This is an optimization exercise on Yosys and OpenROAD, whose aim is small area, not a production implementation.
Function was checked by simulation only, so behaviour that the tests miss may differ from the original.
Power and IR drop assume default switching activity.

job 3502:
Design gaussian_noise, start of the top module:
module gaussian_noise (Y, select, clk, Y_hat, noise_debug, reset, state);
Size: about 1400 cells after synthesis, about 400 flip-flops, roughly 100 I/O pins, roughly 18000 um2 of cells after synthesis.
==> flow/config.mk <==
export PLATFORM = sky130hd
export DESIGN_NAME = gaussian_noise
export DESIGN_NICKNAME = gaussian_noise
export VERILOG_FILES = /design/flow/design.v
export SDC_FILE = /design/flow/constraint.sdc
export NUM_CORES = 4
export LEC_CHECK = 0
export CAP_MARGIN = 20
export CORE_MARGIN = 2
export CORE_UTILIZATION = 40
export CTS_BUF_LIST = sky130_fd_sc_hd__clkbuf_16
export CTS_CLUSTER_DIAMETER = 100
export CTS_CLUSTER_SIZE = 24
export SLEW_MARGIN = 20
==> flow/constraint.sdc <==
create_clock -name core_clock -period 15.0 [get_ports {clk}]
set_input_delay 3.0000 -clock core_clock [delete_from_list [all_inputs] [get_ports {clk}]]
set_output_delay 3.0000 -clock core_clock [all_outputs]
set_load 0.01 [all_outputs]
standard.sh (not shown) runs the stock make flow with config.mk's settings and CLKGATE_MAP_FILE= SYNTH_SCRIPT=/design/flow/synth_recipe.tcl, a recipe that flattens the netlist after the stock synthesis.
==> flow/flow/run.sh <==
#!/bin/bash
# Standard ORFS layout, with the port buffers inserted as the smallest buffer cell.
# Each tool's full log is kept by ORFS under orfs/logs/; make's own output goes to flow_make.log.
set -euo pipefail
bash standard.sh BUFFER_PORTS_ARGS="-buffer_cell sky130_fd_sc_hd__buf_1" finish > flow_make.log 2>&1
Modified inputs, job 2930 compared to job 3502
--- a/flow/design.v
+++ b/flow/design.v
@@ -1,24 +1,24 @@
 module gaussian_noise (Y, select, clk, Y_hat, noise_debug, reset, state);
 input [31:0] Y;
 input [2:0] select;
 input reset;
 input clk;
 output [31:0] Y_hat, noise_debug;
 output [2:0] state;
-reg [31:0] g0;
-reg [31:0] g1;
-reg [31:0] g2;
-reg [31:0] g3;
-reg [31:0] g4;
-reg [31:0] g5;
-reg [31:0] ch;   
-reg [31:1] ca0, ca1, ca2, cb0, cb1, cb2;   
+reg [31:0] g0;   
+reg [31:0] g1;   
+reg [31:0] g2;   
+reg [31:0] g3;   
+reg [31:0] g4;   
+reg [31:0] g5;   
+reg [37:0] ch;   
+reg [31:1] ca1, ca2, cb1, cb2;   
 wire h00 = ch[6] ^ ch[4] ^ ch[3] ^ ch[2];
 wire h01 = ch[5] ^ ch[2];
 wire h02 = ch[6] ^ ch[5] ^ ch[3] ^ ch[2];
 wire h03 = ch[5] ^ ch[3] ^ ch[2] ^ ch[1] ^ ch[0];
 wire h04 = ch[6] ^ ch[4] ^ ch[1];
 wire [2:0] n0 = {2'b0,h00} + {2'b0,h01} + {2'b0,h02} + {2'b0,h03} + {2'b0,h04};
 wire h10 = ch[6] ^ ch[3] ^ ch[2];
 wire h11 = ch[5] ^ ch[4] ^ ch[3];
 wire h12 = ch[6] ^ ch[5] ^ ch[3] ^ ch[2];
@@ -27,43 +27,49 @@
 wire [2:0] n1 = {2'b0,h10} + {2'b0,h11} + {2'b0,h12} + {2'b0,h13} + {2'b0,h14};
 always @(posedge clk or posedge reset) begin
   if (reset) begin
     g0 <= 32'h0f0f0f0f;
     g1 <= 32'h0fefbf0f;
     g2 <= 32'h0aefba0f;
     g3 <= 32'h0aef6a04;
     g4 <= 32'h0a2f6204;
     g5 <= 32'h112c6204;
-    ch <= 32'h0000006d;
-    ca0 <= 31'h00000031;
+    ch <= 38'h6d;
     ca1 <= 31'h00000006;
     ca2 <= 31'h00000008;
-    cb0 <= 31'h00000007;
     cb1 <= 31'h00000013;
     cb2 <= 31'h00000008;
   end else begin
     g0 <= {g0[30:0], g0[31]^g0[21]^g0[1]^g0[0]};
     g1 <= {g1[30:0], g1[31]^g1[21]^g1[1]^g1[0]};
     g2 <= {g2[30:0], g2[31]^g2[21]^g2[1]^g2[0]};
     g3 <= {g3[30:0], g3[31]^g3[21]^g3[1]^g3[0]};
     g4 <= {g4[30:0], g4[31]^g4[21]^g4[1]^g4[0]};
     g5 <= {g5[30:0], g5[31]^g5[21]^g5[1]^g5[0]};
-    ch <= {ch[30:0], ch[31]^ch[21]^ch[1]^ch[0]};
-    ca0 <= {ca0[30:1], n0[0]};
+    ch <= {ch[36:0], ch[31]^ch[21]^ch[1]^ch[0]};
     ca1 <= {ca1[30:1], n0[1]};
     ca2 <= {ca2[30:1], n0[2]};
-    cb0 <= {cb0[30:1], n1[0]};
     cb1 <= {cb1[30:1], n1[1]};
     cb2 <= {cb2[30:1], n1[2]};
   end
 end
-wire [31:0] a0 = {ca0, n0[0]}, a1 = {ca1, n0[1]}, a2 = {ca2, n0[2]};
-wire [31:0] b0 = {cb0, n1[0]}, b1 = {cb1, n1[1]}, b2 = {cb2, n1[2]};
+wire [31:0] a1 = {ca1, n0[1]}, a2 = {ca2, n0[2]};
+wire [31:0] b1 = {cb1, n1[1]}, b2 = {cb2, n1[2]};
+wire [31:0] a0;
+genvar ia;
+generate for (ia = 0; ia < 32; ia = ia + 1) begin : para
+  assign a0[ia] = ch[ia+6] ^ ch[ia+5] ^ ch[ia+3] ^ ch[ia+0];
+end endgenerate
+wire [31:0] b0;
+genvar ib;
+generate for (ib = 0; ib < 32; ib = ib + 1) begin : parb
+  assign b0[ib] = ch[ib+5] ^ ch[ib+3];
+end endgenerate
 wire valid = ~(select[2] & select[1]);   
 wire setb = select[2] | (select[1] & select[0]);   
 wire [31:0] gs = select[2] ? (select[0] ? g5 : g4) : (select[1] ? (select[0] ? g3 : g2) : (select[0] ? g1 : g0));
 wire [31:0] c0 = setb ? b0 : a0, c1 = setb ? b1 : a1, c2 = setb ? b2 : a2;
 wire [31:0] v0 = c0;
 wire [31:0] v1 = c1 ^ (gs & ~c0);
 wire [31:0] v2 = c2 ^ (gs & ~(c1 & c0));
 wire [31:0] ra = v0, rb = {v1[30:0], 1'b0}, rc = {v2[29:0], 2'b0};
 wire [31:0] cs = ra ^ rb ^ rc;
==> results.txt <==
Startpoint of the most critical setup path = select[2]: job 2930; startpoint of the most critical setup path = select[1]: job 3502. Number of vias per cell, job 3502 and job 2930: higher on job 3502. Per the comparison of job 2930 with job 3502, highest ir drop seen on vdd grew by about 9%; maximum net fanout on the critical path went up by 130%; register-to-register setup slack higher; fraction of power consumed by sequential logic fell by 0.4 points. Compare job 3502 and job 2930 | post-route minimum period lower: job 2930. Post-route standard cell area excluding fillers of job 2930 falls short of that of job 3502 by a few percent. When job 2930 is measured against job 3502, its complex-gate fraction of the synthesized area turns out 0.25 points higher. Job 2930 vs job 3502: relative contribution of the clock network to total power up. Compared with job 3502, in job 2930 combined buffer and inverter count along the critical path went up 1; final wirelength went down 1.0 mm; sequential share of layout area went down 5.3 points; total power went down 13%.

separate check: timing with driven ports:
How much do the figures lean on ideal ports? The routed layouts below were timed once more, with nothing changed but the port constraints.
Step 1: set_driving_cell puts a clkbuf_16 on clk and a buf_2 on each other input, an assumption about the parent block.
Step 2 adds t to the input delays and takes it off the output delays; t is the mean of the earliest and latest rising clock arrival at the registers after step 1. Input paths then give back, and output paths get back, about the clock's delay inside the block.
Slacks: ideal / step 1 / step 2; pairs: ideal / step 1.
run	t (ns)	setup slack, ns	worst data-port slew with drivers (ns)	cell pins on the clock port's net
job 3502	0.587	0.770 / 0.751 / 0.751	0.04	1
job 2930	0.561	1.239 / 1.218 / 1.218	0.05	1
After both steps every run listed still meets setup and hold. For job 2930, which loses most, drivers alone change the setup slack by -0.021 ns; drivers and shift together by -0.021 ns.
